Context: an optimization exercise on an open-source flow, tuned for small area and a short achievable clock period. The choices shown serve that exercise and are no tape-out recipe.
The RTL was checked by simulation tests, not by an equivalence proof against the original design.
Power and IR drop assume default switching activity.

== P ==
## FPGA
module FPGA (
	input clk,
	input rst,
	input start,
	output wire TX,
	output reg found_smth,
	output wire startedmod,
	output wire [29:0] found_mods
);
==> module SearchModule, before the edit <==
module SearchModule #(parameter SEED = 1351) (
	input clk,
	input rst,
	input enan,            
	input ext,             
	input rot,             
	input boot,            
	input bootend,         
	input [10:0] sl,       
	output reg found,
	output reg found_o,    
	output [3:0] tap       
);
localparam [1:0] PW = 2'd0, PC = 2'd1, PR = 2'd2, PF = 2'd3;
localparam [10:0] S0 = 11'b10000000000;
localparam [10:0] INIT = 11'b10000000000;
reg [32:0] r;
reg [2:0]  b;       
reg [2:0]  m;       
reg [1:0]  ph;
reg [10:0] cnt;
reg [10:0] st;
reg [3:0]  c0, c1, c2, c3, c4, c5;
assign tap = c5;
wire shifting = (ph != PW);
wire fail2    = (ph == PF) & cnt[9];
wire resp     = fail2 | ext;
wire w_end    = (ph == PW) & (boot ? bootend : (cnt[0] & cnt[5]));
wire fin      = (ph == PC) & st[2];
wire [4:0] din = r[29:25] & {~(m[2] & (m[1] | m[0])), ~m[2], ~(m[2] | (m[1] & m[0])), ~(m[2] | m[1]), ~(m[2] | m[1] | m[0])};
wire inrange  = ~din[4] & (din[3:0] != 4'd0) & (din[3:0] <= 4'd10);
wire valid    = (b == 3'd7) & enan & (ph == PC) & ~st[3] & ~st[2] & inrange;
wire run      = (ph == PR) & ~found;
wire low0     = (cnt[9:0] == 10'd0);
wire stinit   = (st == INIT);
wire found_set = run & low0 & ~cnt[10];
wire fail_set  = run & stinit & ~low0;
function [3:0] tcode(input [3:0] p);
	tcode = {p[3] & (p[1] | p[0]), p[2] | (p[3] & p[1]), p[1:0]};
endfunction
function tapv(input [3:0] t, input [10:0] s);
	reg a, b;
	begin
		case (t[1:0]) 2'd0: a = s[8]; 2'd1: a = s[1]; 2'd2: a = s[2]; default: a = s[3]; endcase
		case (t[1:0]) 2'd0: b = s[4]; 2'd1: b = s[5]; 2'd2: b = s[6]; default: b = s[7]; endcase
		case (t[3:2]) 2'd0: tapv = a; 2'd1: tapv = b; 2'd2: tapv = s[9]; default: tapv = s[10] & t[1]; endcase
	end
endfunction
wire fb = st[0] ^ (tapv(c5, st) & tapv(c4, st)) ^ tapv(c3, st) ^ tapv(c2, st) ^ tapv(c1, st) ^ tapv(c0, st);
wire [3:0] dcode = tcode(din[3:0]);
wire cfb = cnt[0] ^ cnt[2] ^ (cnt[10:1] == 10'd0);
wire prfb = r[32] ^ r[22] ^ r[2] ^ r[1];
wire seedbit = |(sl & SEED[10:0]);
always @(posedge clk) begin
	r <= {boot ? seedbit : shifting ? prfb : r[0], r[32:1]};
	b <= {3{~rst}} & (b ^ {shifting & b[1] & b[0], shifting & b[0], shifting});
	if (shifting & (b == 3'd0))
		m <= 3'd0;
	else if (resp)
		m <= b;
	if (rst | fail2 | (found & ext)) begin
		ph <= PW;
		found <= 1'b0;
	end else begin
		if (w_end) ph <= PC;
		if (fin) ph <= PR;
		if (fail_set) ph <= PF;
		if (found_set) found <= 1'b1;
	end
	if (rst | (found_o & ext))
		found_o <= 1'b0;
	else if (found_set)
		found_o <= 1'b1;
	if (fail2 | (found & ext) | fin | fail_set)
		cnt <= S0;
	else
		cnt <= {cfb, cnt[10:1]};
	if ((ph == PW) | fin)
		st <= INIT;
	else if (valid | ((ph == PC) & st[3]))
		st <= {1'b0, st[10:1]};
	else if (run)
		st <= {fb, st[10:1]};
	if ((valid & ~st[4]) | rot) begin
		c0 <= (st[9] && dcode == c0) ? 4'b1100 : dcode;
		{c5, c4, c3, c2, c1} <= {c4, c3, c2, c1, c0};
	end
end
endmodule
clock: 8.0 ns
lec_check: 0
cap_margin: 20
core_margin: 2
core_utilization: 55
cts_buf_list: sky130_fd_sc_hd__clkbuf_16
cts_cluster_diameter: 120
cts_cluster_size: 28
place_density: 0.66
setup_slack_margin: 5
slew_margin: 20
standard.sh (not shown) runs the stock make flow with config.mk's settings and CLKGATE_MAP_FILE= SYNTH_SCRIPT=/design/flow/synth_recipe.tcl, a recipe that flattens the netlist after the stock synthesis.
==> flow/flow/run.sh <==
#!/bin/bash
set -e
bash standard.sh SETUP_SLACK_MARGIN=5.25 finish > standard.log 2>&1
> inputs changed (P -> Q)
--- a/flow/design.v
+++ b/flow/design.v
@@ -125,24 +125,29 @@
 );
 localparam [1:0] PW = 2'd0, PC = 2'd1, PR = 2'd2, PF = 2'd3;
 localparam [10:0] S0 = 11'b10000000000;
 localparam [10:0] INIT = 11'b10000000000;
 reg [32:0] r;
 reg [2:0]  b;       
-reg [2:0]  m;       
 reg [1:0]  ph;
 reg [10:0] cnt;
 reg [10:0] st;
 reg [3:0]  c0, c1, c2, c3, c4, c5;
 assign tap = c5;
 wire shifting = (ph != PW);
 wire fail2    = (ph == PF) & cnt[9];
 wire resp     = fail2 | ext;
 wire w_end    = (ph == PW) & (boot ? bootend : (cnt[0] & cnt[5]));
 wire fin      = (ph == PC) & st[2];
-wire [4:0] din = r[29:25] & {~(m[2] & (m[1] | m[0])), ~m[2], ~(m[2] | (m[1] & m[0])), ~(m[2] | m[1]), ~(m[2] | m[1] | m[0])};
+wire [4:0] ob;      
+assign ob[4] = cnt[10] | cnt[9] | cnt[8];
+assign ob[3] = ob[4] | cnt[7];
+assign ob[2] = ob[3] | cnt[6];
+assign ob[1] = ob[2] | cnt[5];
+assign ob[0] = ob[1] | cnt[4];
+wire [4:0] din = r[29:25] & ~ob;
 wire inrange  = ~din[4] & (din[3:0] != 4'd0) & (din[3:0] <= 4'd10);
 wire valid    = (b == 3'd7) & enan & (ph == PC) & ~st[3] & ~st[2] & inrange;
 wire run      = (ph == PR) & ~found;
 wire low0     = (cnt[9:0] == 10'd0);
 wire stinit   = (st == INIT);
 wire found_set = run & low0 & ~cnt[10];
@@ -163,16 +168,12 @@
 wire cfb = cnt[0] ^ cnt[2] ^ (cnt[10:1] == 10'd0);
 wire prfb = r[32] ^ r[22] ^ r[2] ^ r[1];
 wire seedbit = |(sl & SEED[10:0]);
 always @(posedge clk) begin
 	r <= {boot ? seedbit : shifting ? prfb : r[0], r[32:1]};
 	b <= {3{~rst}} & (b ^ {shifting & b[1] & b[0], shifting & b[0], shifting});
-	if (shifting & (b == 3'd0))
-		m <= 3'd0;
-	else if (resp)
-		m <= b;
 	if (rst | fail2 | (found & ext)) begin
 		ph <= PW;
 		found <= 1'b0;
 	end else begin
 		if (w_end) ph <= PC;
 		if (fin) ph <= PR;
@@ -180,22 +181,26 @@
 		if (found_set) found <= 1'b1;
 	end
 	if (rst | (found_o & ext))
 		found_o <= 1'b0;
 	else if (found_set)
 		found_o <= 1'b1;
-	if (fail2 | (found & ext) | fin | fail_set)
+	if (fail2 | (found & ext) | fin | fail_set | (w_end & ~st[0]))
 		cnt <= S0;
+	else if (w_end)
+		cnt <= S0 >> 1;
 	else
-		cnt <= {cfb, cnt[10:1]};
-	if ((ph == PW) | fin)
+		cnt <= {cfb & (ph != PC), cnt[10:1]};
+	if (w_end | fin)
 		st <= INIT;
 	else if (valid | ((ph == PC) & st[3]))
 		st <= {1'b0, st[10:1]};
 	else if (run)
 		st <= {fb, st[10:1]};
+	else if (resp)
+		st[0] <= fail2;      
 	if ((valid & ~st[4]) | rot) begin
 		c0 <= (st[9] && dcode == c0) ? 4'b1100 : dcode;
 		{c5, c4, c3, c2, c1} <= {c4, c3, c2, c1, c0};
 	end
 end
 endmodule
Relative to P, combinational share of power has increased by 1.7 points in Q.
Compared P against Q; arrival time of the worst setup path within noise.
Per the comparison of Q with P, power density over cell area shows an increase of 6.3 nW/um2; clock-buffer cell count shows a reduction of 2; share of the final layout cell area in multi-input gates shows an increase of 0.41 points; non-clock buffer count shows a reduction of 8.9%; adder-cell area share of the yosys netlist shows no meaningful change.
The global-route usage reported for Q is greater than that of P by 0.31 points.

==> port drivers added, routing unchanged <==
How much do the figures lean on ideal ports? The routed layouts below were timed once more, with nothing changed but the port constraints.
Step 1, drivers: a clkbuf_16 drives clk and a buf_2 each remaining input, both assumed.
Step 2 times the ports against the registers' clock, not the clock port: input delays grow and output delays shrink by t, the midpoint of the rising clock arrivals with the driver on.
Three values: ideal ports, drivers, drivers and shift; two values: the first two.
| run | t, ns | setup WS [ns] | worst setup path after step 2 | latest minus earliest clock arrival (ns) |
|---|---|---|---|---|
| P | 0.867 | 5.063 / 4.980 / 4.547 | input to register | 0.045 / 0.045 |
| Q | 0.859 | 5.066 / 4.983 / 4.611 | input to register | 0.049 / 0.049 |
After both steps setup and hold are still met in every run listed. For P, which loses most, drivers alone change the setup slack by -0.083 ns; drivers and shift together by -0.516 ns.
